Source: an optimization exercise on an open RTL-to-GDS flow (aim: small area and a short achievable clock period). Production flows keep margins and buffers that such runs may drop. Only the layout flow was run in this run; the RTL was not checked for function there. No activity file was given, so power comes from the tool's default toggle rates.

### flow/design.v
module TopLevel (
    input clk,
    input reset,
    output wire [63:0] imem_addr,
    input [31:0] imem_data,
    output wire [63:0] final_rd
);
    reg  [63:2] pc;
    reg  [31:0] ifid_ir;           
    reg         ifid_v;
    reg  [63:0] idex_a, idex_b;    
    reg         idex_fa, idex_fb;  
    reg  [12:0] idex_x;            
    reg  [2:0]  idex_op;
    reg         idex_st, idex_ld, idex_we, idex_br;
    reg  [4:0]  idex_rd;
    reg  [63:0] exm_alu, exm_sd;
    reg  [12:0] exm_off;
    reg         exm_tk, exm_st, exm_ld, exm_we;
    reg  [4:0]  exm_rd;
    reg  [63:0] wb;
    reg         wb_we;
    reg  [4:0]  wb_rd;
    reg  [63:0] rf [1:31];
    reg  [31:1] rv;
    reg  [63:0] dm [0:31];
    reg  [31:0] dv;
    assign imem_addr = {pc, 2'b00};
    assign final_rd  = wb;
    wire taken = exm_tk;
    wire [31:0] ir = ifid_ir;
    wire [6:0]  opc = ir[6:0];
    wire [4:0]  rs1 = ifid_v ? ir[19:15] : 5'd0;
    wire [4:0]  rs2 = ifid_v ? ir[24:20] : 5'd0;
    wire [4:0]  rdf = ifid_v ? ir[11:7]  : 5'd0;
    wire isR   = ifid_v & (opc == 7'b0110011);
    wire isI   = ifid_v & (opc == 7'b0010011);
    wire isL   = ifid_v & (opc == 7'b0000011);
    wire isS   = ifid_v & (opc == 7'b0100011);
    wire isB   = ifid_v & (opc == 7'b1100011);
    wire isJ   = ifid_v & (opc == 7'b1101111);
    wire isJR  = ifid_v & (opc == 7'b1100111);
    wire isU   = ifid_v & ((opc == 7'b0110111) | (opc == 7'b0010111));
    wire d_we  = isR | isI | isL | isJ | isJR | isU;
    wire d_imm = isI | isL | isJ | isJR | isU;    
    wire [31:0] immI = {{20{ir[31]}}, ir[31:20]};
    wire [31:0] immU = {ir[31:12], 12'b0};
    wire [31:0] immJ = {{12{ir[31]}}, ir[19:12], ir[20], ir[30:21], 1'b0};
    wire [31:0] imm  = isU ? immU : isJ ? immJ : immI;
    wire [12:0] boff = {ir[31], ir[31], ir[7], ir[30:25], ir[11:8]} - 13'd3;
    wire [12:0] d_x  = isB ? boff : {ir[31], ir[31:25], ir[11:7]};
    wire [9:0] f73 = {ir[31:25], ir[14:12]};
    reg  [2:0] d_op;
    always @(*) begin
        if (isR) begin
            case (f73)
                10'b0000000_000: d_op = 3'd0;
                10'b0100000_000: d_op = 3'd1;
                10'b0000000_111: d_op = 3'd2;
                10'b0000000_110: d_op = 3'd3;
                10'b0000000_100: d_op = 3'd4;
                10'b0000000_001: d_op = 3'd5;
                10'b0000000_101: d_op = 3'd6;
                10'b0100000_101: d_op = 3'd7;
                default:         d_op = 3'd2;
            endcase
        end else if (isB)
            d_op = 3'd1;
        else
            d_op = 3'd0;
    end
    wire stall = idex_ld & ((idex_rd == rs1) | (idex_rd == rs2));
    wire bubble = stall | taken;
    function [63:0] rstv;
        input [4:0] a;
        rstv = (a == 5'd12) ? 64'd25 : {59'd0, a};
    endfunction
    wire [63:0] rf1 = (rs1 != 5'd0 && rv[rs1]) ? rf[rs1] : rstv(rs1);
    wire [63:0] rf2 = (rs2 != 5'd0 && rv[rs2]) ? rf[rs2] : rstv(rs2);
    wire [63:0] rd1 = (wb_we & (wb_rd == rs1) & (rs1 != 5'd0)) ? wb : rf1;
    wire [63:0] rd2 = (wb_we & (wb_rd == rs2) & (rs2 != 5'd0)) ? wb : rf2;
    wire [4:0]  midx = exm_alu[7:3];
    wire [63:0] dmr  = dv[midx] ? dm[midx] : {59'd0, midx};
    wire [63:0] wbn  = exm_ld ? dmr : exm_alu;
    wire w1 = exm_we & (exm_rd != 5'd0) & (exm_rd == rs1);
    wire w2 = exm_we & (exm_rd != 5'd0) & (exm_rd == rs2);
    wire m1 = idex_we & (idex_rd != 5'd0) & (idex_rd == rs1);
    wire m2 = idex_we & (idex_rd != 5'd0) & (idex_rd == rs2);
    wire fa = m1 & ~(w1 & exm_ld);
    wire fb = m2 & ~(w2 & exm_ld) & ~d_imm;
    wire [63:0] a_pre = w1 ? wbn : rd1;
    wire [63:0] b_pre = d_imm ? {{32{imm[31]}}, imm} : w2 ? wbn : rd2;
    wire [63:0] op1 = idex_fa ? exm_alu : idex_a;
    wire [63:0] fw2 = idex_fb ? exm_alu : idex_b;
    wire [63:0] op2 = idex_st ? {{52{idex_x[11]}}, idex_x[11:0]} : fw2;
    wire        sub = (idex_op == 3'd1);
    wire [64:0] sum_ext = {op1, 1'b1} + {op2 ^ {64{sub}}, sub};
    wire [63:0] sum = sum_ext[64:1];
    wire [5:0]  sh = op2[5:0];
    wire        shl = (idex_op == 3'd5);
    reg  [63:0] shx;
    integer k;
    always @(*) begin
        for (k = 0; k < 64; k = k + 1)
            shx[k] = shl ? op1[63-k] : op1[k];
    end
    wire        fill = (idex_op == 3'd7) & op1[63];
    wire [63:0] s0 = sh[0] ? {{1{fill}},  shx[63:1]}  : shx;
    wire [63:0] s1 = sh[1] ? {{2{fill}},  s0[63:2]}   : s0;
    wire [63:0] s2 = sh[2] ? {{4{fill}},  s1[63:4]}   : s1;
    wire [63:0] s3 = sh[3] ? {{8{fill}},  s2[63:8]}   : s2;
    wire [63:0] s4 = sh[4] ? {{16{fill}}, s3[63:16]}  : s3;
    wire [63:0] shr = sh[5] ? {{32{fill}}, s4[63:32]} : s4;
    reg  [63:0] shr_rev;
    always @(*) begin
        for (k = 0; k < 64; k = k + 1)
            shr_rev[k] = shr[63-k];
    end
    reg [63:0] res;
    always @(*) begin
        case (idex_op)
            3'd0, 3'd1: res = sum;
            3'd2:       res = op1 & op2;
            3'd3:       res = op1 | op2;
            3'd4:       res = op1 ^ op2;
            3'd5:       res = shr_rev;
            default:    res = shr;
        endcase
    end
    wire eq = (op1 == fw2);
    always @(posedge clk or posedge reset) begin
        if (reset) begin
            pc <= 62'd0;
            ifid_v <= 1'b0;
            idex_a <= 64'd0; idex_b <= 64'd0;
            idex_fa <= 1'b0; idex_fb <= 1'b0;
            idex_x <= 13'd0; idex_op <= 3'd0;
            idex_st <= 1'b0; idex_ld <= 1'b0; idex_we <= 1'b0; idex_br <= 1'b0;
            idex_rd <= 5'd0;
            exm_alu <= 64'd0; exm_sd <= 64'd0; exm_off <= 13'd0;
            exm_tk <= 1'b0; exm_st <= 1'b0; exm_ld <= 1'b0; exm_we <= 1'b0;
            exm_rd <= 5'd0;
            wb <= 64'd0; wb_we <= 1'b0; wb_rd <= 5'd0;
            rv <= 31'd0;
            dv <= 32'd0;
        end else begin
            if (taken)
                pc <= pc + {{49{exm_off[12]}}, exm_off};
            else if (!stall)
                pc <= pc + 62'd1;
            if (taken)
                ifid_v <= 1'b0;
            else if (!stall)
                ifid_v <= 1'b1;
            if (bubble) begin
                idex_a <= 64'd0; idex_b <= 64'd0;
                idex_fa <= 1'b0; idex_fb <= 1'b0;
                idex_x <= 13'd0; idex_op <= 3'd0;
                idex_st <= 1'b0; idex_ld <= 1'b0; idex_we <= 1'b0; idex_br <= 1'b0;
                idex_rd <= 5'd0;
            end else begin
                idex_a <= a_pre; idex_b <= b_pre;
                idex_fa <= fa; idex_fb <= fb;
                idex_x <= d_x; idex_op <= d_op;
                idex_st <= isS; idex_ld <= isL; idex_we <= d_we; idex_br <= isB;
                idex_rd <= rdf;
            end
            if (taken) begin
                exm_alu <= 64'd0; exm_sd <= 64'd0; exm_off <= 13'd0;
                exm_tk <= 1'b0; exm_st <= 1'b0; exm_ld <= 1'b0; exm_we <= 1'b0;
                exm_rd <= 5'd0;
            end else begin
                exm_alu <= res; exm_sd <= fw2; exm_off <= idex_x;
                exm_tk <= idex_br & eq; exm_st <= idex_st; exm_ld <= idex_ld; exm_we <= idex_we;
                exm_rd <= idex_rd;
            end
            wb <= wbn; wb_we <= exm_we; wb_rd <= exm_rd;
            if (wb_we && wb_rd != 5'd0) rv[wb_rd] <= 1'b1;
            if (exm_st) dv[midx] <= 1'b1;
        end
    end
    always @(posedge clk) begin
        if (!stall)
            ifid_ir <= imem_data;
    end
    always @(posedge clk) begin
        if (wb_we && wb_rd != 5'd0) rf[wb_rd] <= wb;
        if (exm_st) dm[midx] <= exm_sd;
    end
endmodule
### flow/run.sh
#!/bin/bash
# synth_recipe.tcl (not shown) runs the flow's synth.tcl, then flattens the netlist and writes it again
# the make line also repeats each setting of config.mk as NAME=value (left out here)
make -C /OpenROAD-flow-scripts/flow DESIGN_CONFIG=/design/flow/config.mk WORK_HOME=/design/flow/orfs CLKGATE_MAP_FILE= SYNTH_SCRIPT=/design/flow/synth_recipe.tcl finish
### flow/config.mk
export PLATFORM = sky130hd
export DESIGN_NAME = TopLevel
export DESIGN_NICKNAME = TopLevel
export VERILOG_FILES = /design/flow/design.v
export SDC_FILE = /design/flow/constraint.sdc
export NUM_CORES = 8
export LEC_CHECK = 0
export CAP_MARGIN = 20
export CORE_MARGIN = 2
export CORE_UTILIZATION = 25
export PLACE_DENSITY = 0.45
export SLEW_MARGIN = 20
### flow/constraint.sdc
create_clock -name core_clock -period 36.0 [get_ports {clk}]
set_input_delay 7.2000 -clock core_clock [delete_from_list [all_inputs] [get_ports {clk}]]
set_output_delay 7.2000 -clock core_clock [all_outputs]
set_load 0.01 [all_outputs]
==> results.json <==
{
  "critical_path_arrival_ns": 3.10,
  "setup-tns-final_ns": 0,
  "post-route-period-util": 0.286,
  "outcome": "no timing/DRC/antenna violations",
  "cap_viol_max_count": 0,
  "drt_iter0_drc": 19839,
  "ctsHoldBuffers": 0,
  "holdWs_ns": 0.404,
  "cts_tree": "built",
  "yosys_warnings": 1,
  "p_per_area_nw_per_um2": 58.8,
  "r2r-end": "idex_a[43]",
  "viasPerCell": 5.52,
  "slew_headroom": 0.114,
  "hold_class": "register to register",
  "clock_latency_ns": 1.11,
  "cp.depth": 1,
  "gp_congestion": 0.989,
  "critPathBufInv": 1,
  "vias": 146832,
  "synth_flop_cell": "edfxtp_1",
  "grt_max_degree": 131,
  "cts_resized": 0,
  "crit_slowest_cell": "dfrtp_1",
  "cts_buffers": 534,
  "rsz0062_at_grt": "no",
  "reg2reg_slack_ns": 28.92,
  "drc": 0,
  "drive_gt1_frac": 0.160,
  "multiInputGateArea_um2": 73200,
  "antenna_found_initial": 37,
  "root_buffer": "clkbuf_16",
  "post-route-min-period_ns": 10.30,
  "skew_ns": 0.0528,
  "crit_path_end_kind": "output port",
  "die_w_um": 927,
  "cts_setup_buffers": 0,
  "dieArea_um2": 859000,
  "critical_path.max_fanout": 34,
  "syn_to_final_growth_pct": 15.9,
  "firstDrtPassIters": 7,
  "cellLeakagePower_nw": 83.9,
  "crit_start": "wb[37]",
  "setup_violations": 0,
  "rr_startpoint": "exm_alu[3]",
  "ir_drop_v": 0.000109,
  "core-area_um2": 850000,
  "io_buffers": 159,
  "worstPathCellList": "clkdlybuf4s50_1",
  "synth_edf_count": 4064,
  "groute.usage.overall": 0.197,
  "synthArstFlopShare": 0.110,
  "fmax_ghz": 0.0970,
  "startpoint_type": "register",
  "io_pins": 162,
  "required_ns": 28.80,
  "synth_cell_type_count": 96,
  "layout_commonest_cell": "edfxtp_1",
  "regArea_um2": 135000,
  "die_h_um": 927,
  "start_util": 0.250,
  "final_cell_mix": "4064 x edfxtp_1, 1136 x mux2i_1, 837 x nand2_1, 744 x mux4_2, 707 x a21oi_1",
  "grt_first_pass_wirelength_um": 1210000,
  "slew_viol_final": 0,
  "cts_max_path_buffers": 4,
  "worst_pin_slew_ns": 1.29,
  "critical_path.top_delay_family": "flip-flops",
  "routed_wl_um": 885000,
  "fillCellCount": 85064,
  "crit_end": "final_rd[37]",
  "grt-ovfl-total": 0,
  "h-tree-depth": 6,
  "critPathMaxStageDelay_ns": 1.04,
  "dp_hpwl_um": 530000,
  "r2r_cells": 10,
  "grt_pass1_vias": 142384,
  "antenna_left": 0,
  "numClockSinks": 4565,
  "worstSetupPathType": "register to output port",
  "avgSynthCellArea_um2": 14.4,
  "nets": 15191,
  "avgRoutedWirePerCell_um": 33.3,
  "cts.clk_slew.worst_paths_ns": 0.06,
  "synthCells": 14781,
  "synth-seq-area-share": 0.632,
  "synth_seq_cells": 4565,
  "finalHoldViolations": 0,
  "rows": 339,
  "syn_area_um2": 213000
}
[cells by family after synthesis]
group / Yosys count / share of synthesized area
other: 1 / 0.0000176
adders and majority gates: 272 / 0.0160
and+or+nand+nor: 2346 / 0.0491
muxes: 2076 / 0.143
AOI/OAI and AO/OA: 3762 / 0.121
buffers and inverters: 1502 / 0.0283
DFF: 4565 / 0.632
xor gates and xnor gates: 257 / 0.0106
[Yosys cell counts (all sizes together), types with 187 or more instances]
library cell	instances	share of area
edfxtp	4064	0.57
mux2i	1171	0.056
nand2	847	0.015
clkbuf	809	0.014
mux4	744	0.079
nor2	722	0.013
a21oi	708	0.017
o21ai	548	0.013
dfrtp	501	0.059
a221oi	424	0.017
a22oi	424	0.015
buf	380	0.0085
o22ai	333	0.0098
a211oi	329	0.012
inv	310	0.0055
ha	271	0.016
nand3	216	0.0051
xnor2	187	0.0077
[worst min-delay path by stage]
stage / start / endpoint / slack, ns / cells past startpoint
3_5_place_dp: exm_we / wb_we / 0.39 / 0
5_1_grt: exm_we / wb_we / 0.40 / 0
6_report: exm_we / wb_we / 0.40 / 0
4_1_cts: exm_we / wb_we / 0.40 / 0
2_1_floorplan: exm_we / wb_we / 0.35 / 0
3_3_place_gp: exm_we / wb_we / 0.38 / 0
[routing by layer]
layer  GRT usage  part of all wire
met5           0          0.000025
met1       0.283              0.44
met2       0.294              0.43
met3      0.0347             0.085
met4      0.0784             0.046
[final cells by class]
class                           count  share of cell area
Tap cell                        11253              0.0571
Multi-Input combinational cell   8715               0.297
Timing Repair Buffer              756              0.0270
Sequential cell                  4565               0.546
Clock inverter                    232             0.00943
Clock buffer                      732              0.0592
Antenna cell                       16            0.000162
Inverter                          313             0.00497
[stage by stage]
stage	area (um^2)	total power (W)	cells	util	worst slack (ns)
2_1_floorplan	213000	0.00796	14782	-	14.81
3_3_place_gp	230000	0.00931	25583	0.270	24.80
3_5_place_dp	230000	0.00931	25598	0.270	24.78
4_1_cts	247000	0.0146	26562	0.290	25.54
5_1_grt	247000	0.0149	26571	0.290	25.58
6_report	247000	0.0145	26582	0.290	25.70
[power breakdown]
| group | internal (W) | switching [W] |
|---|---|---|
| combinational | 0.00102 | 0.00197 |
| sequential | 0.00606 | 0.000167 |
| clock | 0.00300 | 0.00230 |
| total | 0.0101 | 0.00443 |
[flip-flops by register name, summed over array words and instances, names as in the netlist, 3 cells and up]
name / flops
dm: 2048
rf: 1984
exm_alu: 64
exm_sd: 64
idex_a: 64
idex_b: 64
wb: 64
pc: 62
dv: 32
ifid_ir: 32
rv: 31
exm_off: 13
idex_x: 13
exm_rd: 5
idex_rd: 5
wb_rd: 5
idex_op: 3

==> re-timing with driven ports <==
Ports are ideal in the flow. The routed layout listed here was re-timed in OpenROAD. Step 1 sets driving cells, clkbuf_16 on the clock port and buf_2 on the other inputs (assumed; they add their load-dependent delay and slew). Step 2 also shifts input and output timing later by t, the mid clock arrival at the registers, as if the neighbouring blocks saw the same clock. Slacks: no drivers / after step 1 / after step 2; pairs: no drivers / after step 1.
t, ns: 1.210
slack for setup (ns): 25.696 / 25.563 / 24.921
worst hold slack (ns): 0.404 / 0.404 / 0.404
worst register clock-pin slew, ns: 0.07 / 0.07
worst data-port slew with drivers (ns): 0.06
After both steps this run still meets setup and hold. For this run, drivers alone change the setup slack by -0.133 ns; drivers and shift together by -0.775 ns. The worst setup slack also covers recovery checks on asynchronous resets.
